Background: an optimization exercise with open tools, aiming at small area and a short achievable clock period. Do not read the settings as production practice. Where RTL was checked, it was by simulation tests only, not by an equivalence proof against the original. Function not checked in runs 1 and 2: the RTL went through the layout flow alone. Power figures rest on the tool's default switching activity, not on a simulated workload.

===== flow/config.mk =====
export PLATFORM = sky130hd
export DESIGN_NAME = SIMD_CU
export DESIGN_NICKNAME = SIMD_CU
export VERILOG_FILES = /design/flow/design.v
export SDC_FILE = /design/flow/constraint.sdc
export NUM_CORES = 4
export LEC_CHECK = 0
export CAP_MARGIN = 20
export CORE_MARGIN = 2
export CORE_UTILIZATION = 40
export SETUP_SLACK_MARGIN = 1.5
export SLEW_MARGIN = 20
export SYNTH_HIERARCHICAL = 1

===== flow/constraint.sdc =====
create_clock -name core_clock -period 5.2 [get_ports {clk}]
set_input_delay 1.0400 -clock core_clock [delete_from_list [all_inputs] [get_ports {clk}]]
set_output_delay 1.0400 -clock core_clock [all_outputs]
set_load 0.01 [all_outputs]

===== flow/design.v =====
module dff(d,clk,q);
    input d,clk;
    output q;
    reg q;
    always @ (posedge clk)
    begin
    q<=d;
    end
endmodule
module pipo(d, clk, q);
input [7:0] d;
input clk;
output reg [7:0] q;
always @(posedge clk) q <= d;
endmodule
module regfile(clk, en_write, en_read, reg_write_addr, reg_read_addr1, reg_read_addr2,
               reg_write_data, reg_read_data1, reg_read_data2);
input clk;
input en_write;
input en_read;
input [3:0] reg_write_addr;
input [3:0] reg_read_addr1;
input [3:0] reg_read_addr2;
input [7:0] reg_write_data;
output [7:0] reg_read_data1;
output [7:0] reg_read_data2;
reg [7:0] Registers [0:15];
reg [7:0] hold1, hold2;
wire [15:0] wsel, nwsel;
wdec wd (.en(en_write), .a(reg_write_addr), .sel(wsel), .nsel(nwsel));
genvar i, j;
generate
  for (i = 0; i < 16; i = i + 1) begin : row
    wire [7:0] nxt;
    for (j = 0; j < 8; j = j + 1) begin : wb
      g_a22o w (.a1(nwsel[i]), .a2(Registers[i][j]), .b1(wsel[i]), .b2(reg_write_data[j]), .y(nxt[j]));
    end
    always @(posedge clk)
      Registers[i] <= nxt;
  end
endgenerate
wire [15:0] sel1, sel2;
rdec rd1 (.a(reg_read_addr1), .sel(sel1));
rdec rd2 (.a(reg_read_addr2), .sel(sel2));
wire en_read_n;
g_inv ie (.a(en_read), .y(en_read_n));
wire [7:0] r1, r2;
generate
  for (i = 0; i < 8; i = i + 1) begin : rb
    wire [15:0] col;
    for (j = 0; j < 16; j = j + 1) begin : c
      assign col[j] = Registers[j][i];
    end
    rsel rs1 (.sel(sel1), .m(col), .en(en_read), .en_n(en_read_n), .h(hold1[i]), .we(en_write), .r(r1[i]), .o(reg_read_data1[i]));
    rsel rs2 (.sel(sel2), .m(col), .en(en_read), .en_n(en_read_n), .h(hold2[i]), .we(en_write), .r(r2[i]), .o(reg_read_data2[i]));
  end
endgenerate
always @(posedge clk) begin
  hold1 <= r1;
  hold2 <= r2;
end
endmodule
module wdec(en, a, sel, nsel);
input en;
input [3:0] a;
output [15:0] sel, nsel;
wire [3:0] lo_n, hi_n;
predec p (.a(a), .lo_n(lo_n), .hi_n(hi_n));
genvar k;
generate
  for (k = 0; k < 16; k = k + 1) begin : d
    wire s;
    g_nor2 s0 (.a(lo_n[k % 4]), .b(hi_n[k / 4]), .y(s));
    g_and2 s1 (.a(s), .b(en), .y(sel[k]));
    g_nand2 n (.a(s), .b(en), .y(nsel[k]));
  end
endgenerate
endmodule
module rdec(a, sel);
input [3:0] a;
output [15:0] sel;
wire [3:0] lo_n, hi_n;
predec p (.a(a), .lo_n(lo_n), .hi_n(hi_n));
genvar k;
generate
  for (k = 0; k < 16; k = k + 1) begin : d
    g_nor2 s (.a(lo_n[k % 4]), .b(hi_n[k / 4]), .y(sel[k]));
  end
endgenerate
endmodule
module predec(a, lo_n, hi_n);
input [3:0] a;
output [3:0] lo_n, hi_n;
wire [3:0] an;
g_inv i0 (.a(a[0]), .y(an[0]));
g_inv i1 (.a(a[1]), .y(an[1]));
g_inv i2 (.a(a[2]), .y(an[2]));
g_inv i3 (.a(a[3]), .y(an[3]));
g_nand2 l0 (.a(an[1]), .b(an[0]), .y(lo_n[0]));
g_nand2 l1 (.a(an[1]), .b(a[0]),  .y(lo_n[1]));
g_nand2 l2 (.a(a[1]),  .b(an[0]), .y(lo_n[2]));
g_nand2 l3 (.a(a[1]),  .b(a[0]),  .y(lo_n[3]));
g_nand2 h0 (.a(an[3]), .b(an[2]), .y(hi_n[0]));
g_nand2 h1 (.a(an[3]), .b(a[2]),  .y(hi_n[1]));
g_nand2 h2 (.a(a[3]),  .b(an[2]), .y(hi_n[2]));
g_nand2 h3 (.a(a[3]),  .b(a[2]),  .y(hi_n[3]));
endmodule
module rsel(sel, m, en, en_n, h, we, r, o);
input [15:0] sel, m;
input en, en_n, h, we;
output r, o;
wire y0, y1, rn;
g_or8    p0 (.s(sel[7:0]),  .m(m[7:0]),  .y(y0));
g_or8    p1 (.s(sel[15:8]), .m(m[15:8]), .y(y1));
g_a222oi f  (.a1(en), .a2(y0), .b1(en), .b2(y1), .c1(en_n), .c2(h), .y(rn));
g_nor2   oo (.a(we), .b(rn), .y(o));
g_inv    ir (.a(rn), .y(r));
endmodule
module g_or8(s, m, y);
input [7:0] s, m;
output y;
assign y = |(s & m);
endmodule
module g_inv(a, y);
input a; output y;
assign y = ~a;
endmodule
module g_nand2(a, b, y);
input a, b; output y;
assign y = ~(a & b);
endmodule
module g_and2(a, b, y);
input a, b; output y;
assign y = a & b;
endmodule
module g_nor2(a, b, y);
input a, b; output y;
assign y = ~(a | b);
endmodule
module g_a22o(a1, a2, b1, b2, y);
input a1, a2, b1, b2; output y;
assign y = (a1 & a2) | (b1 & b2);
endmodule
module g_a222oi(a1, a2, b1, b2, c1, c2, y);
input a1, a2, b1, b2, c1, c2; output y;
assign y = ~((a1 & a2) | (b1 & b2) | (c1 & c2));
endmodule
module SIMD_CU(d,d1,d2,en_write, 
		en_read, reg_write_addr1,
		reg_write_addr2,reg_write_addr3, 
		reg_read_addr1,reg_read_addr2,reg_read_addr3,reg_read_addr4,reg_read_addr5, reg_read_addr6,  
		clk, 
		reg_read_data1, reg_read_data2, reg_read_data3, reg_read_data4,reg_read_data5,reg_read_data6);
	input clk,en_write, en_read;
	input [3:0] reg_write_addr1;
	input [3:0] reg_write_addr2;
	input [3:0] reg_write_addr3;
	input [3:0] reg_read_addr1;
	input [3:0] reg_read_addr2;
	input [3:0] reg_read_addr3;
	input [3:0] reg_read_addr4;
	input [3:0] reg_read_addr5;
	input [3:0] reg_read_addr6;
	input [7:0] d,d1,d2;
	wire [7:0] q,q1,q2;
	output[7:0] reg_read_data1;
	output[7:0] reg_read_data2;
	output[7:0] reg_read_data3;
	output[7:0] reg_read_data4;
	output[7:0] reg_read_data5;
	output[7:0] reg_read_data6;
	pipo p1(d, clk, q);
	pipo p2(d1, clk, q1);
	pipo p3(d2, clk, q2);
	regfile PEM1(clk, en_write, en_read, reg_write_addr1,  reg_read_addr1, reg_read_addr2, q, reg_read_data1, reg_read_data2 );
	regfile PEM2(clk, en_write, en_read, reg_write_addr2,  reg_read_addr3, reg_read_addr4, q1, reg_read_data3, reg_read_data4 );
	regfile PEM3(clk, en_write, en_read, reg_write_addr3,  reg_read_addr5, reg_read_addr6, q2, reg_read_data5, reg_read_data6 );
endmodule

===== flow/flow/run.sh =====
#!/bin/bash
# Standard synthesis, then every combinational cell that synthesis gave a
# drive strength above 1 is set back to strength 1 (same function and pins;
# flip-flops are left as they are), then the standard layout from there.
# Each tool's output goes to a log file of its own in this folder.
set -euo pipefail
R=orfs/results/sky130hd/SIMD_CU/base
bash standard.sh synth > synth.log 2>&1
python3 flow/downsize.py "$FLOW_HOME/platforms/sky130hd/lib/sky130_fd_sc_hd__tt_025C_1v80.lib" \
  $R/1_2_yosys.v > downsize.log 2>&1
rm -f $R/1_synth.odb $R/1_synth.sdc
bash standard.sh finish > layout.log 2>&1

===== flow/flow/downsize.py =====
# Set every combinational cell in a synthesized netlist to drive strength 1.
# usage: downsize.py LIBERTY NETLIST (the netlist is rewritten in place)
import re, sys, collections
lib, net = sys.argv[1], sys.argv[2]
cells = set(re.findall(r'cell\s*\(\s*"?(sky130_fd_sc_hd__\w+?)"?\s*\)', open(lib).read()))
keep = ('df', 'edf', 'sdf', 'dl', 'clk', 'conb', 'tap', 'fill', 'decap')
changed = collections.Counter()
def swap(m):
    name, base, size = m.group(0), m.group(1), m.group(2)
    if base.startswith(keep) or size == '1':
        return name
    new = 'sky130_fd_sc_hd__%s_1' % base
    if new not in cells:
        return name
    changed[name + ' -> ' + new] += 1
    return new
text = open(net).read()
text = re.sub(r'(?<=^  )sky130_fd_sc_hd__(\w+?)_(\d+)(?= )', swap, text, flags=re.M)
open(net, 'w').write(text)
for k, n in sorted(changed.items()):
    print(n, k)

===== flow/standard.sh =====
#!/bin/bash
# synth_recipe.tcl (not shown) runs the flow's synth.tcl, then flattens the netlist and writes it again
# the make line also repeats each setting of config.mk as NAME=value (left out here)
make -C /OpenROAD-flow-scripts/flow DESIGN_CONFIG=/design/flow/config.mk WORK_HOME=/design/flow/orfs CLKGATE_MAP_FILE= SYNTH_SCRIPT=/design/flow/synth_recipe.tcl "${@:-finish}"

==> run summary, run 1 <==
- The cell depth of the worst flop-to-flop path is 14.
- The first-pass GRT wire length is 106 mm.
- In this run the tightest slew margin relative to its limit is 0.250.
- The total nets after synthesis is 1,878.
- The cell row count is 78.
- The clock net sink count is roughly 460.
- The average vias per placed instance is 6.53.
- The max-slew violation count is 0.
- The maximum level of the CTS H-tree is 2.
- The area of the core is 45,200 um^2.
- The count of nets after finishing is approximately 2.1k.
- The number of antenna violations at the first check in global routing is 0.
- The worst setup path endpoint is reg_read_data1[5].
- The share of the Yosys chip area taken by registers is 0.500.
- The first TritonRoute pass finished after 10 iterations.
- After detailed routing, the total wire length is 71.3 mm.
- The clock passes through at most 3 buffers.
- The number of design-rule violations left by the first detailed-router iteration is 2,192.
- The synthesis warning total is 10.
- The data required time at the worst endpoint is 4.16 ns.
- The mapped cell area is 18,300 um^2.
- The startpoint identified for the worst register-to-register timing path is PEM1.Registers[8][2].
- The run finished with no timing, DRC or antenna violations.
- The largest net degree at the start of global routing is between 80 and 90.
- The most critical setup path has its startpoint at reg_read_addr1[1].
- The source-to-sink clock delay at the later pin of the worst-skew pair is roughly 0.62 ns.
- The total vias in the final route is about 17k.
- Setup repair after global routing could not meet its margin everywhere.
- The total global routing overflow is 0.
- The actual slew at the worst max-slew pin is 1.12 ns.
- Setup violations remaining at the end of the flow were counted as 0.
- The total negative setup slack is 0 ns.
- The minimum clock period is around 3.8 ns.
- The post-route core utilization is 0.534.
- The starting density of the core is 0.404.
- The final HPWL from detailed placement is 48.9 mm.
- Clock-pin slew was measured on the worst setup and hold paths at ~0.06 ns.
- Clock skew on the completed layout was measured at between 0.03 and 0.04 ns.
- In the synthesized netlist, the number of instances is 1,815.
- The total of flip-flops plus latches after synthesis is 456.
- The floorplan die width is 218 um.
- The die covers 47,400 um^2.
- Dividing the final minimum period by the clock period gives 0.723.
- The routability congestion estimate from global placement is 0.993.
- The average detailed-routed wire length per instance is ~27 um.
- Setup slack on the worst reg-to-reg path comes out at 2.80 ns.
- VDD sags by at most 254 uV.
- The number of top-level pins is 111.
- The number of distinct library cell variants in the gate-level netlist after synthesis is 9.
- The floorplan die height is between 200 and 250 um.
- The TritonCTS clock tree is yes.
- Power spread over the standard cell area amounts to approximately 430 nW/um^2.
- The number of antenna repair diodes is 0.
- The worst register-to-register path ends at PEM1.hold1[2].
- The final-report hold violation count is 0.
- STA classifies the critical path endpoint as a primary output.
- The kind of start point of the critical path is a primary input.
- The largest fanout on the critical path is 8.
- Counting the buffers created by CTS gives 49.
- The final routed DRC violation total is 0.
- The worst min-delay path category is reg2reg.
- Input and output buffers added on the ports amount to 110.
- The achievable clock frequency is approximately 270 MHz.
- The tree is rooted in a clkbuf_16.
- The remaining number of nets flagged by the antenna check after routing is 0.
- The average instance area after synthesis is between 10 and 15 um^2.
- For this run, the total global-route usage over all layers was measured as 0.291.
- The standby leakage power is 0.00896 uW.
- The area growth from synthesis to layout is 32.2%.
- The critical path in this run is classified as in2out.
- In the final layout, the share of cells above drive strength 1 is 0.267.
- Across the run, the number of max-cap violations was 0.
- The number of global-route vias before repair came to between 15k and 20k.
- Data arrives at the worst endpoint at 2.72 ns.
==> state kept, by name, summed over array words and instances, names as in the netlist <==
name	count
PEM2.hold2	8
PEM3.hold2	8
p2.q	8
PEM2.Registers	128
PEM3.Registers	128
PEM1.hold1	8
PEM2.hold1	8
PEM3.hold1	8
PEM1.hold2	8
PEM1.Registers	128
p1.q	8
p3.q	8
==> kinds of logic after synthesis <==
logic type	after synthesis	synth area share
compound gates	816	0.368
buf+inv	87	0.0179
flops	456	0.500
simple gates	456	0.114
==> metrics by stage <==
step / hold slack (ns) / instance area [um^2] / setup WS [ns] / cells / power [uW]
3_3_place_gp: 0.459 / 20100 / 0.411 / 2529 / 6350
6_report: 0.483 / 24100 / 1.44 / 2678 / 10400
2_1_floorplan: 0.442 / 18300 / 2.11 / 1815 / 5660
3_5_place_dp: 0.464 / 20100 / 0.452 / 2529 / 6380
4_1_cts: 0.484 / 23200 / 1.51 / 2666 / 10200
5_1_grt: 0.507 / 24100 / 1.41 / 2678 / 10700
==> cell usage after synthesis, drive strengths merged <==
| cell type | number | share of area |
|---|---|---|
| dfxtp | 456 | 0.50 |
| a22o | 384 | 0.18 |
| a22oi | 384 | 0.16 |
| nor2 | 192 | 0.039 |
| nand2 | 120 | 0.025 |
| nand4 | 96 | 0.033 |
| inv | 87 | 0.018 |
| a222oi | 48 | 0.026 |
| and2 | 48 | 0.016 |
==> final cells by class <==
type | instances | area (um^2)
clock inverter | 21 | 263
fill | 4012 | 21100
clock buffer | 68 | 1410
sequential | 456 | 9130
multi-input combinational | 1272 | 10700
inverter | 87 | 420
tap | 600 | 751
timing repair buffer | 174 | 1420
==> where the power goes <==
group | internal (uW) | switching [uW] | leakage [uW]
clock network | 2140 | 1500 | 0.000829
logic | 924 | 721 | 0.00432
registers | 4240 | 835 | 0.00381
==> worst max-delay path, cell delays in order <==
cell	delay (ns)
buf_6	0.12
inv_4	0.07
nand2_8	0.10
nor2_4	0.08
a22oi_2	0.22
nand4_1	0.20
a222oi_1	0.43
buf_4	0.20
nor2_1	0.05
buf_2	0.18
==> worst min-delay path by stage <==
stage	cells after the start	slack, ns	to	from
floorplan	2	0.44	PEM1.hold1[0]	PEM1.hold1[0]
global placement	2	0.46	PEM1.hold2[0]	PEM1.hold2[0]
CTS	2	0.48	PEM1.hold2[0]	PEM1.hold2[0]
global route	2	0.51	PEM3.hold1[5]	PEM3.hold1[5]
finish	2	0.48	PEM2.hold1[6]	PEM2.hold1[6]
detailed placement	2	0.46	PEM1.hold1[1]	PEM1.hold1[1]
==> timing repair <==
item                                    4_1_cts  5_1_grt
pin swaps                                   158      116
gates resized for setup                     658      198
endpoints found under the setup margin       48       48
hold buffers                                  0        0
buffers inserted                             48       12
==> cell usage in the layout, fill, tap and decap left out, drive strengths merged <==
cell,instances
nand4,96
nor2,192
inv,86
a22o,384
nand2,120
buf,135
clkdlybuf4s50,36
and2,48
bufinv,5
clkinvlp,4
clkbuf,71
a222oi,48
clkinv,13
dfxtp,456
a22oi,384
==> Yosys stat by module (local to each module, per instance), a selection <==
| module | flip-flops and latches | cells | cell area [um^2] |
|---|---|---|---|
| regfile | 144 | 144 | 2880 |
| pipo | 8 | 8 | 160 |
| g_or8 | 0 | 5 | 36.3 |
| g_a222oi | 0 | 1 | 10.0 |
| g_a22o | 0 | 1 | 8.76 |
| g_and2 | 0 | 1 | 6.26 |
| g_inv | 0 | 1 | 3.75 |
| g_nand2 | 0 | 1 | 3.75 |
| g_nor2 | 0 | 1 | 3.75 |
==> metal layers <==
| metal | global-route usage | part of all wire |
|---|---|---|
| met3 | 0.0431 | 0.067 |
| met5 | 0 | 0 |
| met4 | 0.134 | 0.051 |
| met2 | 0.465 | 0.45 |
| met1 | 0.389 | 0.43 |
==> run 2: changes to the inputs <==
--- a/flow/flow/run.sh
+++ b/flow/flow/run.sh
@@ -4,2 +4,3 @@
 # flip-flops are left as they are), then the standard layout from there.
+# Clock tree: larger sink clusters and no dummy loads.
 # Each tool's output goes to a log file of its own in this folder.
@@ -11,2 +12,4 @@
 rm -f $R/1_synth.odb $R/1_synth.sdc
-bash standard.sh finish > layout.log 2>&1
+bash standard.sh finish \
+  CTS_ARGS="-sink_clustering_enable -repair_clock_nets -dont_use_dummy_load -sink_clustering_size 24 -sink_clustering_max_diameter 80" \
+  > layout.log 2>&1
==> run 2 against run 1 <==
  * Still clean
  * Worst setup slack better by 0.035 ns
  * Critical path depth stayed put
  * Largest power group unchanged
  * Via count is 0.28% lower
  * Maximum frequency is 0.93% higher
  * Global-route usage is 0.52 points lower
  * Non-clock buffer count is 15 higher
  * Combinational power hardly changed
  * Wire length is 1.3% lower
  * Clock power is about 40% lower
  * Highest routed layer unchanged
  * First-iteration DRC count is 0.14% higher
  * Clock skew is 0.015 ns higher
  * Final area is 3.7% lower
==> run summary, run 2 <==
- The final routed DRC violation total is 0 (unchanged).
- The maximum level of the CTS H-tree is 1 (-1).
- The number of top-level pins came to 111 (unchanged).
- The max-slew violation count is 0 (unchanged).
- The number of global-route vias before repair is 16.7k (-1.1%).
- The count of cell instances traversed by the critical path came to 10 (unchanged).
- The type of the worst setup path is in2out.
- After synthesis, the cell types taking the most area are dfxtp_1 (50%), a22o_1 (18%), a22oi_1 (16%), nor2_1 (3.9%), nand4_1 (3.3%).
- The post-synthesis instance total came to 1,815 (unchanged).
- The buffering stage count on the worst path with inverters included came to 4 (unchanged).
- The minimum clock period is 3.72 ns (-0.0348 ns).
- The flow ran to the end and the layout has no timing, DRC or antenna violations.
- The final HPWL from detailed placement came to 48.9 mm (unchanged).
- The flop-to-flop setup slack is 2.68 ns (-0.12 ns).
- The start of the worst register-to-register path is PEM3.Registers[3][3].
- The signal arrival time at the worst endpoint is 2.68 ns (-0.04 ns).
- The largest individual stage delay along the critical path comes from the cell a222oi_1.
- The number of antenna violations at the first check in global routing is 0 (unchanged).
- The worst path setup slack after routing is 1.48 ns (+0.0348 ns).
- The remaining number of nets flagged by the antenna check after routing was 0 (unchanged).
- The average instance area after synthesis is 10.1 um^2 (unchanged).
- The overall power of the completed layout is 8930 uW (-14%).
- The longest individual stage delay on the worst path came to 0.47 ns (+0.04 ns).
- The post-placement worst setup slack came to 0.452 ns (unchanged).
- The power per cell area is 384 nW/um^2 (-11%).
- The die area is 47,400 um^2 (unchanged).
- The library cell used most frequently in the layout, excluding fill and tap cells, is dfxtp_1.
- The register clock-pin slew on the reported worst setup and hold paths is 0.05 ns (about the same).
- Compared with the post-synthesis result, the final layout area differs by 27.3%.
- The port buffer count was 110 (unchanged).
- The TritonCTS clock tree is yes.
- The number of setup violations in the final report is 0 (unchanged).
- The total vias in the final route was 17.4k (-0.28%).
- The number of synthesized flops with an enable pin is 0 (unchanged).
- The category of the worst setup path capture point is a primary output.
- The largest fanout on the critical path was 8 (unchanged).
- The area fraction of the dominant cell type after synthesis is 0.500 (unchanged).
- The average detailed-routed wire length per instance is 26.7 um (+0.34%).
- The fraction of power consumed by the clock network is 0.246 (-0.105).
- The floorplan die width is 218 um (unchanged).
- The share of power burned in combinational logic is 0.187 (+0.028).
- The routability congestion estimate from global placement is 0.993 (unchanged).
- The gate family responsible for the most delay along the worst path is compound AO/OA/AOI/OAI gates.
- The path class of the tightest hold or removal check is reg2reg.
- The count of nets after finishing is 2,099 (-0.19%).
- The total of flip-flops plus latches after synthesis came to 456 (unchanged).
- The number of distinct library cell variants in the gate-level netlist after synthesis is 9 (unchanged).
- The period utilization came to 0.716 (-0.00669).
- The net load switching power was 2730 uW (-11%).
- By count the netlist is led by dfxtp_1 (456), a22o_1 (384), a22oi_1 (384), nor2_1 (192), nand2_1 (120).
- The data required time at the worst endpoint was 4.16 ns (about the same).
- The library cell with the largest summed area after synthesis is dfxtp_1.
- The largest registers in the layout are PEM1.Registers (128), PEM2.Registers (128), PEM3.Registers (128).
- The source-to-sink clock delay at the later pin of the worst-skew pair is 0.61 ns (about the same).
- Tracing the worst setup path back leads to its startpoint at reg_read_addr2[0].
- The synthesis warning total was 10 (unchanged).
- The total global routing overflow was 0 (unchanged).
- The number of antenna repair diodes is 0 (unchanged).
- The floorplan die height was 218 um (unchanged).
- The cell depth of the worst flop-to-flop path is 16 (+2).
- The fraction of synthesis flops using an asynchronous set or reset pin was 0 (unchanged).
- The largest net degree at the start of global routing is 82 (unchanged).
- The library cell used as clock root buffer is clkbuf_16.
- The actual slew at the worst max-slew pin is 1.14 ns (+0.0169 ns).
- The relative slew slack is 0.238 (-0.0113).
- The standby leakage power came to 0.00856 uW (-4.5%).
- The worst setup path endpoint is reg_read_data2[0].
- The largest vdd supply drop is 277 uV (+9.2%).
- The share of layout cells above drive strength 1 is 0.250 (-0.0168).
- The number of violations of the max-capacitance limit was 0 (unchanged).
- Setup repair after global routing could not meet its margin everywhere.
- Among all flip-flop cells after synthesis, the most frequent one is dfxtp_1.
- In this run the critical register-to-register path is captured at PEM3.hold1[3].
- The share of synthesized area occupied by flip-flops and latches came to 0.500 (unchanged).
- The post-detailed-routing wire length is 70.4 mm (-1.3%).
- The starting density of the core is 0.404 (unchanged).
- The detailed-routing iteration count for the pre-antenna-repair pass came to 11 (+1).
- The mapped cell area is 18,300 um^2 (unchanged).
- The worst setup path is launched from a primary input.
- The worst clock skew was 0.0478 ns (+0.0150 ns).
- The area of the core is 45,200 um^2 (unchanged).
- The combined global-route utilization of all metal layers is 0.286 (-0.00519).
- The achievable clock frequency is 269 MHz (+0.93%).
- The fraction of power spent switching nets is 0.306 (+0.0112).
- The clock net sink count is 456 (unchanged).
- The number of buffers created by CTS is 30 (-39%).
- The cell row count was 78 (unchanged).
- The number of hold-repair buffers added at the cts stage is 0 (unchanged).
- Leaving out fill and tap cells, the most frequent cells in the layout are dfxtp_1 (455), a22o_1 (384), a22oi_1 (230).
- The count of cells along the worst hold path came to 2 (unchanged).
- The final-report hold violation count was 0 (unchanged).
- The sequential group share of total power is 0.567 (+0.077).
- The average vias per placed instance came to 6.62 (+1.4%).
- The signal on the critical path passes through buf_6 -> inv_4 -> nand2_8 -> nor2_4 -> buf_4 -> a22oi_2 -> nand4_1 -> a222oi_1 -> nor2_1 -> buf_2.
- In the post-synthesis netlist, the cell with the most instances is dfxtp_1.
- The total nets after synthesis is 1,878 (unchanged).
- The total negative setup slack was 0 ns (unchanged).
- The number of design-rule violations left by the first detailed-router iteration is 2,195 (+0.14%).
- The clock tree buffer depth is 3 (unchanged).
- The first-pass GRT wire length is 104 mm (-1.2%).
- The cell internal power dissipation came to 6200 uW (-15%).
## run 2: modules after synthesis (local to each module, per instance), excerpt
| module | area, um^2 | flops+latches |
|---|---|---|
| g_or8 | 36.3 | 0 |
| g_a22o | 8.76 | 0 |
| g_nand2 | 3.75 | 0 |
| g_nor2 | 3.75 | 0 |
| regfile | 2880 | 144 |
| g_and2 | 6.26 | 0 |
## run 2: layout make-up
type / instances / area (um^2)
Clock buffer: 30 / 751
Fill cell: 4120 / 21900
Inverter: 87 / 418
Multi-Input combinational cell: 1272 / 10600
Sequential cell: 456 / 9130
Tap cell: 600 / 751
Timing Repair Buffer: 189 / 1560
## run 2: per-stage QoR
stage,hold slack (ns),utilization,cell area (um^2),cells
2_1_floorplan,0.442,-,18300,1815
3_3_place_gp,0.459,0.446,20100,2529
3_5_place_dp,0.464,0.446,20100,2529
4_1_cts,0.483,0.495,22400,2620
5_1_grt,0.503,0.514,23200,2634
6_report,0.482,0.514,23200,2634
## run 2: worst min path at each step
stage | from | endpoint
after global routing | PEM3.hold1[5] | PEM3.hold1[5]
final | PEM3.hold2[5] | PEM3.hold2[5]
after detailed placement | PEM1.hold1[1] | PEM1.hold1[1]
after CTS | PEM3.hold1[5] | PEM3.hold1[5]
after floorplan | PEM1.hold1[0] | PEM1.hold1[0]
after global placement | PEM1.hold2[0] | PEM1.hold2[0]
## run 2: kinds of logic after synthesis
logic type             after synthesis  synth area share
AOI/OAI and AO/OA                  816             0.368
buffers and inverters               87            0.0179
DFF                                456             0.500
and+or+nand+nor                    456             0.114
## run 2: worst register-to-register path, delay by kind of cell (launching register included)
family / cells / cell delay (ns)
buf+inv: 13 / 1.21
simple gates: 1 / 0.17
compound gates: 2 / 0.73
flops: 1 / 0.35
## run 2: power groups by stage
stage               Clock [uW]  Sequential [uW]  Combinational, uW
detailed placement           0             5020               1360
floorplan                    0             4710                943
CTS                       2220             5020               1550
global route              2340             5140               1790
finish                    2200             5070               1670
global placement             0             5020               1320
## run 2: repair_timing
item | in CTS | in global routing
resized for setup | 658 | 181
buffers inserted | 61 | 14
pin swaps | 156 | 108
endpoints found under the setup margin | 48 | 47
## run 2: routing by layer
layer	routed length, um	share of wire	vias up	GRT usage
met5	0	0	-	0
met4	3390	0.048	0	0.117
met3	4900	0.070	209	0.0378
met2	32400	0.46	859	0.465
met1	29700	0.42	8571	0.384
li1	-	-	7809	-
==> run 3: changes to the inputs <==
--- a/flow/design.v
+++ b/flow/design.v
@@ -111,8 +111,9 @@
 output r, o;
-wire y0, y1, rn;
-g_or8    p0 (.s(sel[7:0]),  .m(m[7:0]),  .y(y0));
-g_or8    p1 (.s(sel[15:8]), .m(m[15:8]), .y(y1));
-g_a222oi f  (.a1(en), .a2(y0), .b1(en), .b2(y1), .c1(en_n), .c2(h), .y(rn));
-g_nor2   oo (.a(we), .b(rn), .y(o));
-g_inv    ir (.a(rn), .y(r));
+wire y0, y1, a, b;
+g_or8   p0 (.s(sel[7:0]),  .m(m[7:0]),  .y(y0));
+g_or8   p1 (.s(sel[15:8]), .m(m[15:8]), .y(y1));
+g_o21ai na (.a1(y0), .a2(y1), .b1(en), .y(a));    
+g_nand2 nb (.a(en_n), .b(h), .y(b));              
+g_a21oi oo (.a1(a), .a2(b), .b1(we), .y(o));
+g_nand2 rr (.a(a), .b(b), .y(r));
 endmodule
@@ -143,5 +144,9 @@
 endmodule
-module g_a222oi(a1, a2, b1, b2, c1, c2, y);
-input a1, a2, b1, b2, c1, c2; output y;
-assign y = ~((a1 & a2) | (b1 & b2) | (c1 & c2));
+module g_o21ai(a1, a2, b1, y);
+input a1, a2, b1; output y;
+assign y = ~((a1 | a2) & b1);
+endmodule
+module g_a21oi(a1, a2, b1, y);
+input a1, a2, b1; output y;
+assign y = ~((a1 & a2) | b1);
 endmodule
--- a/flow/flow/run.sh
+++ b/flow/flow/run.sh
@@ -4,3 +4,2 @@
 # flip-flops are left as they are), then the standard layout from there.
-# Clock tree: larger sink clusters and no dummy loads.
 # Each tool's output goes to a log file of its own in this folder.
@@ -12,4 +11,2 @@
 rm -f $R/1_synth.odb $R/1_synth.sdc
-bash standard.sh finish \
-  CTS_ARGS="-sink_clustering_enable -repair_clock_nets -dont_use_dummy_load -sink_clustering_size 24 -sink_clustering_max_diameter 80" \
-  > layout.log 2>&1
+bash standard.sh finish > layout.log 2>&1
==> run 3 against run 2 <==
  * Area after synthesis stayed put
  * Via count is 2.0% higher
  * Die area stayed put
  * Highest routed layer unchanged
  * Global-route usage is 0.38 points lower
  * Combinational power is 11% lower
  * First-iteration DRC count is 7.2% lower
  * Non-clock buffer count stayed put
  * Sequential power is 1% lower
  * Register-to-register slack better by 1.0 ns
  * Critical endpoint is now reg_read_data3[3]
  * Largest power group unchanged
  * Final area is 2.2% higher
  * Clock power is 61% higher
  * Largest cell class unchanged
==> run summary, run 3 <==
- The run finished with no timing, DRC or antenna violations.
- The flop-to-flop setup slack came to 3.69 ns (+1.01 ns).
- The number of antenna repair diodes was 0 (unchanged).
- The combined global-route utilization of all metal layers is 0.282 (-0.00382).
- The detailed-routing iteration count for the pre-antenna-repair pass was 8 (-3).
- The area fraction of the dominant cell type after synthesis is 0.495 (-0.00489).
- In the synthesized netlist, the cells that appear most often are dfxtp_1 (456), a22o_1 (384), a22oi_1 (384), nand2_1 (216), nor2_1 (144).
- The worst hold path terminates at PEM1.hold2[1].
- The source-to-sink clock delay at the later pin of the worst-skew pair is 0.60 ns (about the same).
- The number of antenna violations at the first check in global routing came to 0 (unchanged).
- The total negative setup slack is 0 ns (unchanged).
- The synthesis warning total came to 10 (unchanged).
- The largest fanout on the critical path came to 8 (unchanged).
- The number of global-route vias before repair is 16.8k (+0.55%).
- The fraction of synthesis flops using an asynchronous set or reset pin is 0 (unchanged).
- The number of distinct library cell variants in the gate-level netlist after synthesis is 10 (+1).
- The mapped cell area is 18,300 um^2 (unchanged).
- The buffering stage count on the worst path with inverters included came to 3 (-1).
- The post-route core utilization is 0.526 (+0.0114).
- The maximum level of the CTS H-tree was 2 (+1).
- The relative slew slack is 0.270 (+0.0312).
- By area the synthesized netlist is led by dfxtp_1 (50%), a22o_1 (18%), a22oi_1 (16%), nand2_1 (4.4%), nand4_1 (3.3%).
- The number of setup violations in the final report is 0 (unchanged).
- The floorplan die width is 218 um (unchanged).
- Setup repair after global routing could not meet its margin everywhere.
- The signal arrival time at the worst endpoint was 2.81 ns (+0.13 ns).
- The cell depth of the worst flop-to-flop path is 6 (-10).
- The average detailed-routed wire length per instance was 25.2 um (-5.8%).
- The register clock-pin slew on the reported worst setup and hold paths came to 0.06 ns (about the same).
- The data required time at the worst endpoint is 4.16 ns (about the same).
- The number of design-rule violations left by the first detailed-router iteration is 2,036 (-7.2%).
- The number of violations of the max-capacitance limit is 0 (unchanged).
- The share of synthesized area occupied by flip-flops and latches is 0.495 (-0.00489).
- The starting density of the core came to 0.404 (unchanged).
- The number of top-level pins is 111 (unchanged).
- The worst hold path belongs to the class reg2reg.
- The die area was 47,400 um^2 (unchanged).
- The clock net sink count is 456 (unchanged).
- The overall power of the completed layout is 10,000 uW (+12%).
- The post-synthesis instance total was 1,863 (+2.6%).
- The floorplan die height came to 218 um (unchanged).
- The count of nets after finishing was 2,166 (+3.2%).
- The number of buffers created by CTS came to 49 (+63%).
- The type of the worst setup path is in2out.
- The period utilization is 0.741 (+0.0249).
- The standby leakage power is 0.00900 uW (+5.2%).
- The gate family responsible for the most delay along the worst path is buffers and inverters.
- The routability congestion estimate from global placement is 0.987 (-0.58%).
- The share of layout cells above drive strength 1 is 0.235 (-0.0157).
- The largest registers in the layout are PEM1.Registers (128), PEM2.Registers (128), PEM3.Registers (128).
- Of all cell types, the one taking the most synthesized area is dfxtp_1.
- In the post-synthesis netlist, the cell with the most instances is dfxtp_1.
- The final-report hold violation count is 0 (unchanged).
- The total global routing overflow came to 0 (unchanged).
- The average instance area after synthesis is 9.80 um^2 (-2.6%).
- The cell row count is 78 (unchanged).
- The remaining number of nets flagged by the antenna check after routing is 0 (unchanged).
- The start of the worst register-to-register path is PEM3.Registers[5][6].
- The actual slew at the worst max-slew pin is 1.09 ns (-0.0468 ns).
- The total vias in the final route was 17.8k (+2.0%).
- The worst register-to-register path ends at PEM3.hold1[6].
- The average vias per placed instance is 6.50 (-1.9%).
- Traced cell by cell, the critical path runs through buf_2 -> inv_2 -> nand2_4 -> nor2_4 -> a22oi_1 -> nand4_1 -> o21ai_2 -> a21oi_2 -> clkdlybuf4s50_1.
- The first-pass GRT wire length is 103 mm (-0.89%).
- The placement-stage cell area is 20,200 um^2 (+0.38%).
- Leaving out fill and tap cells, the most frequent cell in the layout is dfxtp_1.
- The largest vdd supply drop is 296 uV (+6.7%).
- The achievable clock frequency is 260 MHz (-3.4%).
- The worst clock skew was 0.0180 ns (-0.0299 ns).
- The worst hold path startpoint is PEM1.hold2[1].
- The total nets after synthesis came to 1,926 (+2.6%).
- The top cell types in the final layout, fill and taps aside, are dfxtp_1 (456), a22o_1 (384), a22oi_1 (313).
- The max-slew violation count came to 0 (unchanged).
- The largest net degree at the start of global routing is 47 (-43%).
- The final routed DRC violation total is 0 (unchanged).
- The minimum clock period was 3.85 ns (+0.129 ns).
- Yosys reports a chip area of 18,400 um^2.
- The area of the core was 45,200 um^2 (unchanged).
- The tree is rooted in a clkbuf_16.
- The fill cell instance count of the final layout is 3,999 (-2.9%).
- The cell type of the slowest stage on the worst timing path is clkdlybuf4s50_1.
- The TritonCTS clock tree is yes.
- The power per cell area came to 422 nW/um^2 (+9.9%).
- The port buffer count is 110 (unchanged).
- The clock tree buffer depth is 3 (unchanged).
- The final HPWL from detailed placement is 48.0 mm (-1.8%).
- The area growth from synthesis to layout is 30.1%.
- The number of synthesized flops with an enable pin was 0 (unchanged).
- The count of cells along the worst hold path is 2 (unchanged).
- The kind of start point of the critical path is a primary input.
- The total of flip-flops plus latches after synthesis is 456 (unchanged).
- The worst setup path is captured at a primary output.
- The longest individual stage delay on the worst path was 0.52 ns (+0.05 ns).
- The final cell area excluding filler cells is 23,800 um^2 (+2.2%).
- Among all flip-flop cells after synthesis, the most frequent one is dfxtp_1.
- The post-detailed-routing wire length is 68.9 mm (-2.0%).
-- run 3: cell types whose count changed after synthesis, sizes merged --
cell    delta
inv       -48
nor2      -48
a21oi     +48
o21ai     +48
nand2     +96
a222oi    -48
-- run 3: area by class of cell --
| cell class | instances | area, um^2 | area share |
|---|---|---|---|
| Clock buffer | 68 | 1460 | 0.0615 |
| Inverter | 39 | 151 | 0.00637 |
| Sequential cell | 456 | 9130 | 0.384 |
| Tap cell | 600 | 751 | 0.0316 |
| Timing Repair Buffer | 189 | 1530 | 0.0646 |
| Multi-Input combinational cell | 1368 | 10600 | 0.444 |
| Clock inverter | 20 | 176 | 0.00743 |
-- run 3: timing repair --
action	4_1_cts	5_1_grt
hold buffers	0	0
buffers inserted	52	14
endpoints found under the hold margin	0	0
resized for setup	573	90
pin swaps	127	92
setup endpoints to repair	48	44
-- run 3: through the flow --
stage	hold WS [ns]	worst slack [ns]	cells
finish	0.435	1.35	2740
global route	0.458	1.27	2740
CTS	0.439	1.32	2726
detailed placement	0.425	0.588	2586
global placement	0.417	0.567	2586
floorplan	0.410	2.12	1863
-- run 3: how the worst max path moves through the flow --
stage                            from           endpoint  slack [ns]  cells past startpoint
floorplan           reg_read_addr1[2]  reg_read_data1[0]        2.12                      7
global placement    reg_read_addr6[1]  reg_read_data6[7]        0.57                      9
detailed placement  reg_read_addr2[2]  reg_read_data2[1]        0.59                      9
CTS                 reg_read_addr3[3]  reg_read_data3[3]        1.32                      8
global route        reg_read_addr3[2]  reg_read_data3[3]        1.27                      9
finish              reg_read_addr3[1]  reg_read_data3[3]        1.35                      9
-- run 3: Yosys stat by module, one instance, submodules excluded, excerpt --
module / times used / area, um^2 / flops+latches / cells inside
g_a21oi: 48 / 8.76 / 0 / 1
g_o21ai: 48 / 5.00 / 0 / 1
g_or8: 96 / 36.3 / 0 / 5
g_a22o: 384 / 8.76 / 0 / 1
regfile: 3 / 2880 / 144 / 144
g_inv: 39 / 3.75 / 0 / 1
g_nand2: 216 / 3.75 / 0 / 1
pipo: 3 / 160 / 8 / 8
-- run 3: routing by layer --
layer | vias to the layer above | track usage | share of wire
met5 | - | 0 | 0
met4 | 0 | 0.112 | 0.037
met3 | 164 | 0.0483 | 0.079
met2 | 929 | 0.429 | 0.44
met1 | 8718 | 0.398 | 0.44
li1 | 7989 | - | -
-- run 3: logic make-up (layout without fill, tap and decap cells) --
kind of cell | after synthesis | after routing | share of synthesized area
AND/OR/NAND/NOR | 504 | 504 | 0.122
buffers and inverters | 39 | 316 | 0.00794
AO/OA/AOI/OAI | 864 | 864 | 0.375
flip-flops | 456 | 456 | 0.495
-- run 3: report_power, final --
group | total, uW | internal [uW] | leakage [uW] | switching (uW)
combinational | 1480 | 801 | 0.00439 | 681
sequential | 5010 | 4240 | 0.00381 | 766
clock | 3550 | 2060 | 0.000798 | 1490
total | 10000 | 7100 | 0.00900 | 2940
-- run 3: tightest hold or removal path: cells and delay by family, from the launching register on --
kind	cells	cell delay [ns]
flip-flops	1	0.30
AND/OR/NAND/NOR	2	0.11
==> run 4: changes to the inputs <==
--- a/flow/flow/run.sh
+++ b/flow/flow/run.sh
@@ -4,2 +4,4 @@
 # flip-flops are left as they are), then the standard layout from there.
+# Clock tree: larger sink clusters and no dummy loads.
+# Port buffers: buf_2 (the resizer sizes them from there).
 # Each tool's output goes to a log file of its own in this folder.
@@ -11,2 +13,5 @@
 rm -f $R/1_synth.odb $R/1_synth.sdc
-bash standard.sh finish > layout.log 2>&1
+bash standard.sh finish \
+  CTS_ARGS="-sink_clustering_enable -repair_clock_nets -dont_use_dummy_load -sink_clustering_size 24 -sink_clustering_max_diameter 80" \
+  BUFFER_PORTS_ARGS="-buffer_cell sky130_fd_sc_hd__buf_2" \
+  > layout.log 2>&1
--- a/flow/config.mk
+++ b/flow/config.mk
@@ -10,3 +10,3 @@
 export CORE_UTILIZATION = 40
-export SETUP_SLACK_MARGIN = 1.5
+export SETUP_SLACK_MARGIN = 2.0
 export SLEW_MARGIN = 20
==> run 4 against run 3 <==
  * Still clean on timing, DRC and antenna
  * Register-to-register slack better by 0.06 ns
  * Wire length is 0.78% lower
  * Clock power decreased by 41%
  * Total power fell by 13%
  * Sequential power barely moved
  * Synthesized cell count unchanged
  * Worst setup slack gained 0.35 ns
  * Clock-buffer cell count is 40 lower
  * Critical path type unchanged
  * Critical endpoint is now reg_read_data6[6]
  * Highest routed layer unchanged
==> run summary, run 4 <==
- The die area is 47,400 um^2 (unchanged).
- The number of antenna repair diodes is 0 (unchanged).
- The worst clock skew is 0.0576 ns (+0.0397 ns).
- The type of the worst setup path is in2out.
- The highest routing layer actually used is met4.
- The worst hold path startpoint is PEM1.hold1[4].
- The maximum level of the CTS H-tree is 1 (-1).
- Setup repair after global routing could not meet its margin everywhere.
- The area fraction of the dominant cell type after synthesis is 0.495 (unchanged).
- The clock tree buffer depth is 3 (unchanged).
- The register clock-pin slew on the reported worst setup and hold paths was 0.05 ns (about the same).
- The number of global-route vias before repair is 16.2k (-3.1%).
- The final cell area excluding filler cells is 23,500 um^2 (-1.1%).
- The kind of start point of the critical path is a primary input.
- The final routed DRC violation total is 0 (unchanged).
- The total length of routed met3 wires is 5.14 mm (-5.7%).
- The routability congestion estimate from global placement is 1.02 (+3.5%).
- The area of the core is 45,200 um^2 (unchanged).
- The port buffer count is 110 (unchanged).
- The floorplan die width is 218 um (unchanged).
- The fraction of synthesis flops using an asynchronous set or reset pin is 0 (unchanged).
- The relative slew slack came to 0.298 (+0.0288).
- The worst hold margin is 0.437 ns (+0.00203 ns).
- The number of violations of the max-capacitance limit is 0 (unchanged).
- The placed cell count is 2,577 (-0.35%).
- The mapped cell area is 18,300 um^2 (unchanged).
- In the layout the commonest cells are dfxtp_1 (456), a22o_1 (384), a22oi_1 (231).
- The average vias per placed instance came to 6.60 (+1.6%).
- The yosys-reported design area after synthesis came to 18,400 um^2 (unchanged).
- The placement-stage cell area is 19,600 um^2 (-3.1%).
- The first-pass GRT wire length came to 102 mm (-1.0%).
- The number of design-rule violations left by the first detailed-router iteration is 1,876 (-7.9%).
- Among all cell types in the netlist, the one instantiated most often is dfxtp_1.
- The max-slew violation count is 0 (unchanged).
- The average detailed-routed wire length per instance is 26.0 um (+3.3%).
- The detailed-routing iteration count for the pre-antenna-repair pass came to 5 (-3).
- The number of antenna violations at the first check in global routing is 0 (unchanged).
- The share of layout cells above drive strength 1 is 0.274 (+0.0394).
- The remaining number of nets flagged by the antenna check after routing came to 0 (unchanged).
- The number of distinct library cell variants in the gate-level netlist after synthesis is 10 (unchanged).
- The signal arrival time at the worst endpoint is 2.47 ns (-0.34 ns).
- The count of cells along the worst hold path is 2 (unchanged).
- The total of flip-flops plus latches after synthesis was 456 (unchanged).
- The category of the worst setup path capture point is a primary output.
- Compared with the post-synthesis result, the final layout area differs by 28.7%.
- Sorting the synthesized cells by area gives the leading types as dfxtp_1 (50%), a22o_1 (18%), a22oi_1 (16%), nand2_1 (4.4%), nand4_1 (3.3%).
- The post-synthesis instance total was 1,863 (unchanged).
- The standby leakage power is 0.00835 uW (-7.2%).
- The end point of the worst hold path is PEM1.hold1[4].
- The final HPWL from detailed placement is 47.9 mm (-0.18%).
- The fill cell instance count of the final layout is 3,963 (-0.90%).
- The period utilization is 0.674 (-0.0666).
- The total nets after synthesis is 1,926 (unchanged).
- The number of synthesized flops with an enable pin is 0 (unchanged).
- The total global routing overflow came to 0 (unchanged).
- The critical register-to-register path endpoint is PEM1.hold1[6].
- The detailed-routing wirelength on met1 is 30.6 mm (+0.12%).
- The synthesized design spends more area on one cell type than any other, namely dfxtp_1.
- The floorplan die height is 218 um (unchanged).
- The number of hold-repair buffers added at the cts stage is 0 (unchanged).
- The minimum clock period came to 3.51 ns (-0.346 ns).
- The number of buffers created by CTS is 28 (-43%).
- The average instance area after synthesis was 9.80 um^2 (unchanged).
- The startpoint identified for the worst register-to-register timing path is PEM1.Registers[2][6].
- The cell depth of the worst flop-to-flop path is 6 (unchanged).
- The total negative setup slack came to 0 ns (unchanged).
- The area taken by flip-flops and latches came to 9130 um^2 (unchanged).
- The tree is rooted in a clkbuf_16.
- The share of synthesized area occupied by flip-flops and latches was 0.495 (unchanged).
- The run finished with no timing, DRC or antenna violations.
- The starting density of the core is 0.404 (unchanged).
- The source-to-sink clock delay at the later pin of the worst-skew pair is 0.60 ns (about the same).
- The most used flip-flop cell after synthesis is dfxtp_1.
- The clock net sink count was 456 (unchanged).
- The count of non-filler cells in the finished layout is 2,633 (-3.9%).
- The post-detailed-routing wire length is 68.4 mm (-0.78%).
- The synthesis warning total is 10 (unchanged).
- The largest net degree at the start of global routing came to 84 (+79%).
- The data required time at the worst endpoint is 4.16 ns (about the same).
- The flop-to-flop setup slack was 3.75 ns (+0.06 ns).
- The largest vdd supply drop is 292 uV (-1.3%).
- The number of top-level pins is 111 (unchanged).
- The power per cell area is 370 nW/um^2 (-12%).
- The actual slew at the worst max-slew pin is 1.05 ns (-0.0432 ns).
- The cell row count came to 78 (unchanged).
- The count of nets after finishing is 2,098 (-3.1%).
- The achievable clock frequency is 285 MHz (+9.9%).
- The combined global-route utilization of all metal layers is 0.278 (-0.00428).
- TritonCTS built the clock tree.
- The min-delay analysis places its worst path in the category reg2reg.
- The final-report hold violation count is 0 (unchanged).
- The number of setup violations in the final report was 0 (unchanged).
- Leaving out fill and tap cells, the most frequent cell in the layout is dfxtp_1.
- The overall power of the completed layout came to 8690 uW (-13%).
- In the synthesized netlist, the cells that appear most often are dfxtp_1 (456), a22o_1 (384), a22oi_1 (384), nand2_1 (216), nor2_1 (144).
- The largest registers in the layout are PEM1.Registers (128), PEM2.Registers (128), PEM3.Registers (128).
- The routed wire length on met2 was 30.1 mm (-0.90%).
- The largest fanout on the critical path is 7 (-1).
- The area of combinational cells with multiple inputs is 11,400 um^2 (+8.2%).
- The total vias in the final route came to 17.4k (-2.4%).
-- run 4: cell counts after synthesis --
No cell type changed its count.
-- run 4: critical path, stage by stage --
cell     delay, ns
buf_12        0.11
inv_8         0.05
nand2_8       0.09
nor2_4        0.08
buf_4         0.14
a22oi_2       0.23
nand4_1       0.23
o21ai_2       0.24
a21oi_1       0.09
buf_2         0.15
-- run 4: per-layer routing --
layer / vias up / GRT usage
met1: 8539 / 0.400
met2: 861 / 0.425
met5: - / 0
met4: 0 / 0.0916
met3: 163 / 0.0427
li1: 7813 / -
-- run 4: cell type report --
type                    count  share of cell area
multi-input cells        1368               0.486
flip-flops and latches    456               0.389
repair buffers            142              0.0495
well taps                 600              0.0320
clock buffers              28              0.0298
inverters                  39              0.0143
-- run 4: repair_timing --
item | CTS | global route
endpoints found under the setup margin | 48 | 48
buffers inserted | 14 | 14
pin swaps | 252 | 108
gates resized for setup | 674 | 61
-- run 4: logic make-up (layout without fill, tap and decap cells) --
group	Yosys count	in the layout	synth area share
buffers and inverters	39	209	0.00794
flip-flops	456	456	0.495
AND/OR/NAND/NOR	504	504	0.122
AO/OA/AOI/OAI	864	864	0.375
-- run 4: power by group --
group / total (uW) / switching (uW) / internal [uW]
sequential: 5040 / 810 / 4230
clock: 2100 / 1150 / 950
combinational: 1550 / 723 / 824
-- run 4: through the flow --
stage / utilization / worst slack, ns
after detailed placement: 0.433 / 1.33
after floorplan: - / 2.12
after global routing: 0.520 / 1.67
final: 0.520 / 1.69
after global placement: 0.433 / 1.33
after CTS: 0.511 / 1.78
-- run 4: worst max path at each step --
stage	start	end	slack, ns
after floorplan	reg_read_addr1[2]	reg_read_data1[0]	2.12
after global placement	reg_read_addr5[1]	reg_read_data5[1]	1.33
after detailed placement	reg_read_addr5[1]	reg_read_data5[1]	1.33
after CTS	reg_read_addr2[2]	reg_read_data2[1]	1.78
after global routing	reg_read_addr6[3]	reg_read_data6[6]	1.67
final	reg_read_addr6[1]	reg_read_data6[6]	1.69
-- run 4: modules after synthesis, one instance, submodules excluded, excerpt --
| module | cell area, um^2 | copies in the design | cells |
|---|---|---|---|
| pipo | 160 | 3 | 8 |
| g_a22o | 8.76 | 384 | 1 |
| regfile | 2880 | 3 | 144 |
| g_inv | 3.75 | 39 | 1 |
| g_o21ai | 5.00 | 48 | 1 |
| g_and2 | 6.26 | 48 | 1 |
| g_a21oi | 8.76 | 48 | 1 |
| g_or8 | 36.3 | 96 | 5 |
| g_nor2 | 3.75 | 144 | 1 |
==> run 5: changes to the inputs <==
--- a/flow/config.mk
+++ b/flow/config.mk
@@ -10,3 +10,3 @@
 export CORE_UTILIZATION = 40
-export SETUP_SLACK_MARGIN = 2.0
+export SETUP_SLACK_MARGIN = 1.5
 export SLEW_MARGIN = 20
==> run 5 against run 4 <==
  * Still clean on timing, DRC and antenna
  * Maximum frequency shrank 5.3%
  * Cell count decreased by 1.1%
  * Via count is 2.0% lower
  * Synthesized cell count did not move
  * Largest cell class unchanged
==> run summary, run 5 <==
- The area taken by flip-flops and latches is 9130 um^2 (unchanged).
- The cell row count is 78 (unchanged).
- The longest individual stage delay on the worst path is 0.28 ns (+0.04 ns).
- The buffering stage count on the worst path with inverters included is 3 (-1).
- The total vias in the final route is 17.0k (-2.0%).
- The routed wire length on met2 was 28.7 mm (-4.7%).
- The yosys-reported design area after synthesis was 18,400 um^2 (unchanged).
- The detailed-routing iteration count for the pre-antenna-repair pass is 6 (+1).
- The kind of start point of the critical path is a primary input.
- The final HPWL from detailed placement is 47.9 mm (unchanged).
- The number of violations of the max-capacitance limit was 0 (unchanged).
- The area share of xor/xnor cells in the synthesized design is 0 (unchanged).
- The power per cell area came to 396 nW/um^2 (+7.2%).
- The share of layout cells above drive strength 1 is 0.158 (-0.116).
- The achievable clock frequency is 270 MHz (-5.3%).
- Leaving out fill and tap cells, the most frequent cell in the layout is dfxtp_1.
- The maximum level of the CTS H-tree is 1 (unchanged).
- The number of antenna violations at the first check in global routing is 0 (unchanged).
- The remaining number of nets flagged by the antenna check after routing is 0 (unchanged).
- The TritonCTS clock tree is yes.
- The number of design-rule violations left by the first detailed-router iteration is 1,916 (+2.1%).
- The number of hold-repair buffers added at the cts stage is 0 (unchanged).
- The average vias per placed instance is 6.53 (-0.99%).
- The largest vdd supply drop came to 292 uV (about the same).
- The largest fanout on the critical path came to 8 (+1).
- The source-to-sink clock delay at the later pin of the worst-skew pair is 0.60 ns (about the same).
- The final routed DRC violation total is 0 (unchanged).
- The area of the core was 45,200 um^2 (unchanged).
- In the synthesized netlist, the cells that appear most often are dfxtp_1 (456), a22o_1 (384), a22oi_1 (384), nand2_1 (216), nor2_1 (144).
- The placed cell count came to 2,577 (unchanged).
- The area of combinational cells with multiple inputs is 9860 um^2 (-14%).
- The share of synthesized area occupied by flip-flops and latches is 0.495 (unchanged).
- The number of global-route vias before repair came to 15.6k (-4.1%).
- The number of top-level pins is 111 (unchanged).
- The total global routing overflow is 0 (unchanged).
- The detailed-routing wirelength on met1 is 30.1 mm (-1.5%).
- The basic-gate share of the synthesized area counting and, or, nand and nor cells is 0.122 (unchanged).
- The synthesis warning total is 10 (unchanged).
- The main flop type after synthesis is dfxtp_1.
- The total of flip-flops plus latches after synthesis was 456 (unchanged).
- The max-slew violation count is 0 (unchanged).
- The starting density of the core is 0.404 (unchanged).
- The fill cell instance count of the final layout came to 4,253 (+7.3%).
- The number of synthesized flops with an enable pin was 0 (unchanged).
- Among all stages on the critical path, the largest delay is contributed by a22oi_1.
- The data required time at the worst endpoint is 4.16 ns (about the same).
- The combined global-route utilization of all metal layers is 0.268 (-0.00980).
- The period utilization is 0.712 (+0.0378).
- The dominant combinational cell family by area after synthesis is compound AO/OA/AOI/OAI gates.
- The signal arrival time at the worst endpoint is 2.66 ns (+0.19 ns).
- The largest net degree at the start of global routing was 84 (unchanged).
- The post-synthesis adder-cell area fraction is 0 (unchanged).
- The first-pass GRT wire length was 98.5 mm (-3.8%).
- The number of distinct library cell variants in the gate-level netlist after synthesis is 10 (unchanged).
- The complex-gate fraction of the synthesized area is 0.375 (unchanged).
- The final-report hold violation count is 0 (unchanged).
- The post-detailed-routing wire length came to 66.3 mm (-3.1%).
- Setup repair after global routing could not meet its margin everywhere.
- The minimum clock period is 3.70 ns (+0.197 ns).
- The register clock-pin slew on the reported worst setup and hold paths came to 0.05 ns (about the same).
- The signal on the critical path passes through buf_2 -> inv_1 -> nand2_2 -> nor2_4 -> a22oi_1 -> nand4_1 -> o21ai_1 -> a21oi_1 -> buf_2.
- The clock tree buffer depth was 3 (unchanged).
- The mapped cell area is 18,300 um^2 (unchanged).
- In the layout the commonest cells are dfxtp_1 (456), a22o_1 (384), a22oi_1 (371).
- The floorplan die height was 218 um (unchanged).
- The fraction of synthesis flops using an asynchronous set or reset pin is 0 (unchanged).
- The actual slew at the worst max-slew pin is 1.06 ns (+0.0124 ns).
- The flow ran to the end and the layout has no timing, DRC or antenna violations.
- The number of antenna repair diodes is 0 (unchanged).
- The cell family contributing the most delay on the critical path is compound AO/OA/AOI/OAI gates.
- The number of setup violations in the final report was 0 (unchanged).
- The average detailed-routed wire length per instance came to 25.5 um (-2.0%).
- The cell seen most often among critical-path stages is buf_2.
- The count of nets after finishing was 2,070 (-1.3%).
- The type of the worst setup path is in2out.
- Sorting the synthesized cells by area gives the leading types as dfxtp_1 (50%), a22o_1 (18%), a22oi_1 (16%), nand2_1 (4.4%), nand4_1 (3.3%).
- Signal routing reaches up to met4.
- The tightest min-delay check is of the reg2reg type.
- The standby leakage power came to 0.00795 uW (-4.9%).
- The most common cell in the synthesized netlist is dfxtp_1.
- Compared with the post-synthesis result, the final layout area differs by 16.0%.
- The die area is 47,400 um^2 (unchanged).
- In the final layout, the registers with the most flip-flops are PEM1.Registers (128), PEM2.Registers (128), PEM3.Registers (128).
- The category of the worst setup path capture point is a primary output.
- The average instance area after synthesis came to 9.80 um^2 (unchanged).
- The count of non-filler cells in the finished layout is 2,605 (-1.1%).
- The number of buffers created by CTS is 28 (unchanged).
- The total nets after synthesis was 1,926 (unchanged).
- The post-synthesis instance total was 1,863 (unchanged).
- The share of synthesized area spent on multiplexers is 0 (unchanged).
- The area fraction of the dominant cell type after synthesis is 0.495 (unchanged).
- The worst clock skew is 0.0583 ns (+0.000698 ns).
- The floorplan die width is 218 um (unchanged).
- The routability congestion estimate from global placement is 1.02 (unchanged).
- The total length of routed met3 wires is 4.99 mm (-2.9%).
- The total negative setup slack is 0 ns (unchanged).
- The port buffer count is 110 (unchanged).
- The relative slew slack is 0.290 (-0.00826).
- The clock net sink count is 456 (unchanged).
- The library cell with the largest summed area after synthesis is dfxtp_1.
- In this run the clock root is driven by a clkbuf_16.
[run 5: final cells by class]
| type | count | area share |
|---|---|---|
| multi-input combinational | 1368 | 0.466 |
| sequential | 456 | 0.431 |
| tap | 600 | 0.0355 |
| clock buffer | 28 | 0.0331 |
| timing repair buffer | 114 | 0.0277 |
| inverter | 39 | 0.00692 |
[run 5: through the flow]
stage | total power [uW] | area [um^2] | hold WS, ns | setup WS [ns] | utilization
CTS | 8330 | 20500 | 0.437 | 1.42 | 0.454
global route | 8740 | 21200 | 0.457 | 1.42 | 0.468
global placement | 6210 | 19600 | 0.418 | 1.33 | 0.433
floorplan | 5630 | 18300 | 0.410 | 2.12 | -
detailed placement | 6240 | 19600 | 0.424 | 1.33 | 0.433
finish | 8390 | 21200 | 0.435 | 1.50 | 0.468
[run 5: power breakdown]
group          leakage [uW]  total [uW]  switching, uW  internal (uW)
logic               0.00379        1330            625            710
registers           0.00381        4970            732           4230
clock network      0.000345        2090           1140            950
total               0.00795        8390           2500           5890
[run 5: worst paths after layout]
path	start	end	slack [ns]	cells after the start
min reg2reg	PEM1.hold1[2]	PEM1.hold1[2]	0.44	2
max reg2reg	p1.q[3]	PEM1.Registers[5][3]	3.80	1
max	reg_read_addr3[3]	reg_read_data3[2]	1.50	9
min	PEM1.hold1[2]	PEM1.hold1[2]	0.44	2
[run 5: per-module statistics from Yosys (local to each module, per instance), a selection]
module	flip-flops and latches	copies in the design	cell area, um^2	cells inside
g_a21oi	0	48	8.76	1
g_a22o	0	384	8.76	1
g_and2	0	48	6.26	1
g_inv	0	39	3.75	1
g_nand2	0	216	3.75	1
g_nor2	0	144	3.75	1
g_o21ai	0	48	5.00	1
g_or8	0	96	36.3	5
pipo	8	3	160	8
regfile	144	3	2880	144
[run 5: what timing repair did]
action / 4_1_cts / 5_1_grt
gates resized for setup: 81 / 171
buffers inserted: 0 / 0
pin swaps: 1 / 13
setup endpoints to repair: 48 / 48
cloned: 0 / 0
hold endpoints to repair: 0 / 0
[run 5: worst min-delay path, stage by stage, from the launching register on]
cell and delay, ns:
dfxtp_1 0.30, nand2_1 0.06, nand2_1 0.05
[run 5: logic make-up after synthesis]
family	after synthesis
AOI/OAI and AO/OA	864
buffers and inverters	39
DFF	456
and+or+nand+nor	504
[run 5: metal layers]
layer,vias to the layer above,global-route usage
met2,872,0.405
li1,7732,-
met4,0,0.0829
met3,144,0.0382
met5,-,0
met1,8273,0.394
==> run 6: changes to the inputs <==
--- a/flow/design.v
+++ b/flow/design.v
@@ -66,4 +66,15 @@
 output [15:0] sel, nsel;
-wire [3:0] lo_n, hi_n;
-predec p (.a(a), .lo_n(lo_n), .hi_n(hi_n));
+wire [3:0] an, lo, hi;
+g_inv i0 (.a(a[0]), .y(an[0]));
+g_inv i1 (.a(a[1]), .y(an[1]));
+g_inv i2 (.a(a[2]), .y(an[2]));
+g_inv i3 (.a(a[3]), .y(an[3]));
+g_nor2 l0 (.a(a[1]),  .b(a[0]),  .y(lo[0]));
+g_nor2 l1 (.a(a[1]),  .b(an[0]), .y(lo[1]));
+g_nor2 l2 (.a(an[1]), .b(a[0]),  .y(lo[2]));
+g_nor2 l3 (.a(an[1]), .b(an[0]), .y(lo[3]));
+g_nor2 h0 (.a(a[3]),  .b(a[2]),  .y(hi[0]));
+g_nor2 h1 (.a(a[3]),  .b(an[2]), .y(hi[1]));
+g_nor2 h2 (.a(an[3]), .b(a[2]),  .y(hi[2]));
+g_nor2 h3 (.a(an[3]), .b(an[2]), .y(hi[3]));
 genvar k;
@@ -71,6 +82,4 @@
   for (k = 0; k < 16; k = k + 1) begin : d
-    wire s;
-    g_nor2 s0 (.a(lo_n[k % 4]), .b(hi_n[k / 4]), .y(s));
-    g_and2 s1 (.a(s), .b(en), .y(sel[k]));
-    g_nand2 n (.a(s), .b(en), .y(nsel[k]));
+    g_nand3 n (.a(en), .b(lo[k % 4]), .c(hi[k / 4]), .y(nsel[k]));
+    g_inv   s (.a(nsel[k]), .y(sel[k]));
   end
@@ -132,5 +141,5 @@
 endmodule
-module g_and2(a, b, y);
-input a, b; output y;
-assign y = a & b;
+module g_nand3(a, b, c, y);
+input a, b, c; output y;
+assign y = ~(a & b & c);
 endmodule
==> run 6 against run 5 <==
  * Largest power group unchanged
  * Final area decreased by 1.8%
  * Die area decreased by 1.3%
  * Largest cell class unchanged
  * Non-clock buffer count increased by 1
  * Combinational power about the same
  * Clock skew decreased by 0.0086 ns
  * Sequential cell count unchanged
  * Via count decreased by 1.5%
  * Wire length decreased by 0.95%
  * Cell count decreased by 2.0%
==> run summary, run 6 <==
- The maximum level of the CTS H-tree is 1 (unchanged).
- The total negative setup slack was 0 ns (unchanged).
- The post-synthesis instance total is 1,815 (-2.6%).
- In this run the critical register-to-register path is launched from PEM1.Registers[10][1].
- The actual slew at the worst max-slew pin is 1.05 ns (-0.0152 ns).
- The starting density of the core is 0.406 (+0.00249).
- The count of nets after finishing came to 2,022 (-2.3%).
- The final-report hold violation count is 0 (unchanged).
- The share of power burned in combinational logic came to 0.158 (about the same).
- The number of antenna violations at the first check in global routing is 3 (+3).
- Among all stages on the critical path, the largest delay is contributed by a22oi_1.
- The die area is 46,700 um^2 (-1.3%).
- Setup repair after global routing could not meet its margin everywhere.
- The post-detailed-routing wire length is 65.7 mm (-0.95%).
- The number of violations of the max-capacitance limit is 0 (unchanged).
- The worst hold margin was 0.439 ns (+0.00354 ns).
- The average detailed-routed wire length per instance is 25.7 um (+1.1%).
- The worst clock skew was 0.0497 ns (-0.00861 ns).
- The mapped cell area is 18,000 um^2 (-1.3%).
- The number of top-level pins is 111 (unchanged).
- The cell row count is 77 (-1.3%).
- The clock net sink count came to 456 (unchanged).
- The largest net degree at the start of global routing is 80 (-4.8%).
- The floorplan die height came to 216 um (-0.65%).
- The longest individual stage delay on the worst path is 0.31 ns (+0.03 ns).
- The detailed-routing iteration count for the pre-antenna-repair pass is 6 (unchanged).
- The run finished with no timing, DRC or antenna violations.
- TritonCTS built the clock tree.
- The clock tree buffer depth was 3 (unchanged).
- In the layout the commonest cells are dfxtp_1 (456), a22o_1 (384), a22oi_1 (368).
- The data required time at the worst endpoint was 4.16 ns (about the same).
- The synthesis warning total is 10 (unchanged).
- The routability congestion estimate from global placement is 1.01 (-1.6%).
- The relative slew slack is 0.300 (+0.0102).
- The remaining number of nets flagged by the antenna check after routing is 0 (unchanged).
- The number of hold-repair buffers added at the cts stage is 0 (unchanged).
- The fraction of power consumed by the clock network is 0.248 (about the same).
- The average instance area after synthesis is 9.92 um^2 (+1.3%).
- The area growth from synthesis to layout is 15.4%.
- The largest fanout on the critical path was 8 (unchanged).
- Walking the worst path, the cells encountered are buf_2 -> inv_1 -> nand2_2 -> nor2_4 -> a22oi_1 -> nand4_1 -> o21ai_2 -> a21oi_1 -> buf_2.
- The cell internal power dissipation came to 5860 uW (-0.62%).
- The largest vdd supply drop was 246 uV (-16%).
- The port buffer count is 110 (unchanged).
- The fraction of power spent switching nets is 0.297 (about the same).
- The worst min-delay path category is reg2reg.
- The area taken by flip-flops and latches is 9130 um^2 (unchanged).
- The achievable clock frequency is 270 MHz (-0.14%).
- The power per cell area came to 401 nW/um^2 (+1.2%).
- The count of non-filler cells in the finished layout is 2,553 (-2.0%).
- The total nets after synthesis is 1,878 (-2.5%).
- The largest registers in the layout are PEM1.Registers (128), PEM2.Registers (128), PEM3.Registers (128).
- The first-pass GRT wire length was 99.1 mm (+0.65%).
- The period utilization came to 0.713 (+0.000979).
- The flop-to-flop setup slack is 3.82 ns (+0.02 ns).
- The worst path setup slack after routing came to 1.49 ns (-0.00509 ns).
- The signal arrival time at the worst endpoint was 2.67 ns (about the same).
- The number of setup violations in the final report is 0 (unchanged).
- The kind of start point of the critical path is a primary input.
- The area of the core is 44,300 um^2 (-1.9%).
- The fill cell instance count of the final layout is 4,242 (-0.26%).
- The register clock-pin slew on the reported worst setup and hold paths is 0.06 ns (about the same).
- The final routed DRC violation total is 0 (unchanged).
- In this run the worst setup path terminates at reg_read_data1[1].
- The tree is rooted in a clkbuf_16.
- The number of global-route vias before repair is 15.9k (+1.9%).
- The start point of the critical path is reg_read_addr1[0].
- The minimum clock period is 3.71 ns (+0.00509 ns).
- The max-slew violation count is 0 (unchanged).
- The number of design-rule violations left by the first detailed-router iteration is 1,978 (+3.2%).
- The placed cell count is 2,519 (-2.3%).
- The cell seen most often among critical-path stages is buf_2.
- The net load switching power is 2480 uW (-0.73%).
- The average vias per placed instance came to 6.57 (+0.51%).
- The number of buffers created by CTS is 27 (-3.6%).
- The combined global-route utilization of all metal layers is 0.272 (+0.00414).
- The critical register-to-register path endpoint is PEM1.hold1[1].
- The standby leakage power is 0.00815 uW (+2.5%).
- The final HPWL from detailed placement came to 47.5 mm (-0.69%).
- The source-to-sink clock delay at the later pin of the worst-skew pair was 0.59 ns (about the same).
- The share of layout cells above drive strength 1 is 0.160 (+0.00233).
- The total global routing overflow is 0 (unchanged).
- The floorplan die width was 216 um (-0.65%).
- The most common cell after layout, fill and taps aside is dfxtp_1.
- The sequential group share of total power was 0.594 (+0.002).
- The critical path is of the in2out type.
- The post-placement worst setup slack is 1.38 ns (+0.0545 ns).
- The cell depth of the worst flop-to-flop path is 4 (+3).
- The total vias in the final route is 16.8k (-1.5%).
- The area of combinational cells with multiple inputs is 9300 um^2 (-5.6%).
- The worst setup path is captured at a primary output.
-- run 6: changes by cell type in the layout (fill, tap and decap cells not counted), moves of 4 or more --
cell / before / now
nand3_1: 0 / 48
o21ai_2: 21 / 25
and2_1: 48 / 0
o21ai_1: 27 / 23
inv_1: 38 / 85
nor2_1: 48 / 24
nor2_4: 67 / 49
nor2_2: 29 / 47
nand2_1: 173 / 112
diode_2: 0 / 4
nand2_4: 10 / 1
-- run 6: how the worst min path moves through the flow --
| stage | from | end | slack, ns | depth (start not counted) |
|---|---|---|---|---|
| 6_report | PEM3.hold2[2] | PEM3.hold2[2] | 0.44 | 2 |
| 5_1_grt | PEM3.hold1[1] | PEM3.hold1[1] | 0.46 | 2 |
| 4_1_cts | PEM1.hold2[5] | PEM1.hold2[5] | 0.44 | 2 |
| 3_5_place_dp | PEM2.hold2[0] | PEM2.hold2[0] | 0.42 | 2 |
| 3_3_place_gp | PEM1.hold2[1] | PEM1.hold2[1] | 0.42 | 2 |
| 2_1_floorplan | PEM1.hold1[0] | PEM1.hold1[0] | 0.41 | 2 |
-- run 6: power groups by stage --
stage               logic [uW]  registers (uW)  clock network [uW]
finish                    1310            4950                2070
global route              1420            5040                2220
CTS                       1240            4920                2110
detailed placement        1230            4990                   0
global placement          1190            4990                   0
floorplan                  917            4710                   0
-- run 6: critical path: cells and delay by family --
kind                   cells  cell delay (ns)
AOI/OAI and AO/OA          3             0.71
and+or+nand+nor            3             0.53
buffers and inverters      3             0.38
-- run 6: routing by layer --
metal	global-route usage	share of wire	vias to the layer above
met5	0	0	-
met4	0.0991	0.040	0
met3	0.0401	0.072	167
met2	0.424	0.45	826
met1	0.384	0.44	8192
li1	-	-	7582
-- run 6: what timing repair did --
item	in CTS	in global routing
pin swaps	0	13
gates cloned	0	0
endpoints found under the setup margin	44	48
resized for setup	66	156
endpoints found under the hold margin	0	0
buffers inserted	0	3
-- run 6: cell type report --
cell class                      instances  share of cell area
Tap cell                              592              0.0356
Clock buffer                           27              0.0325
Timing Repair Buffer                  115              0.0285
Sequential cell                       456               0.439
Multi-Input combinational cell       1272               0.448
Inverter                               87              0.0161
Antenna cell                            4            0.000482
-- run 6: through the flow --
stage	cell area [um^2]	total power [uW]	util
6_report	20800	8340	0.469
5_1_grt	20800	8680	0.469
2_1_floorplan	18000	5630	-
4_1_cts	20200	8270	0.455
3_5_place_dp	19300	6210	0.436
3_3_place_gp	19300	6190	0.436

Setup slack of run 6, layout unchanged: 1.492 ns with ideal ports, 1.428 ns with driving cells assumed (clock clkbuf_16, inputs buf_2), 1.428 ns with port delays also shifted by the 0.626 ns mid clock arrival.
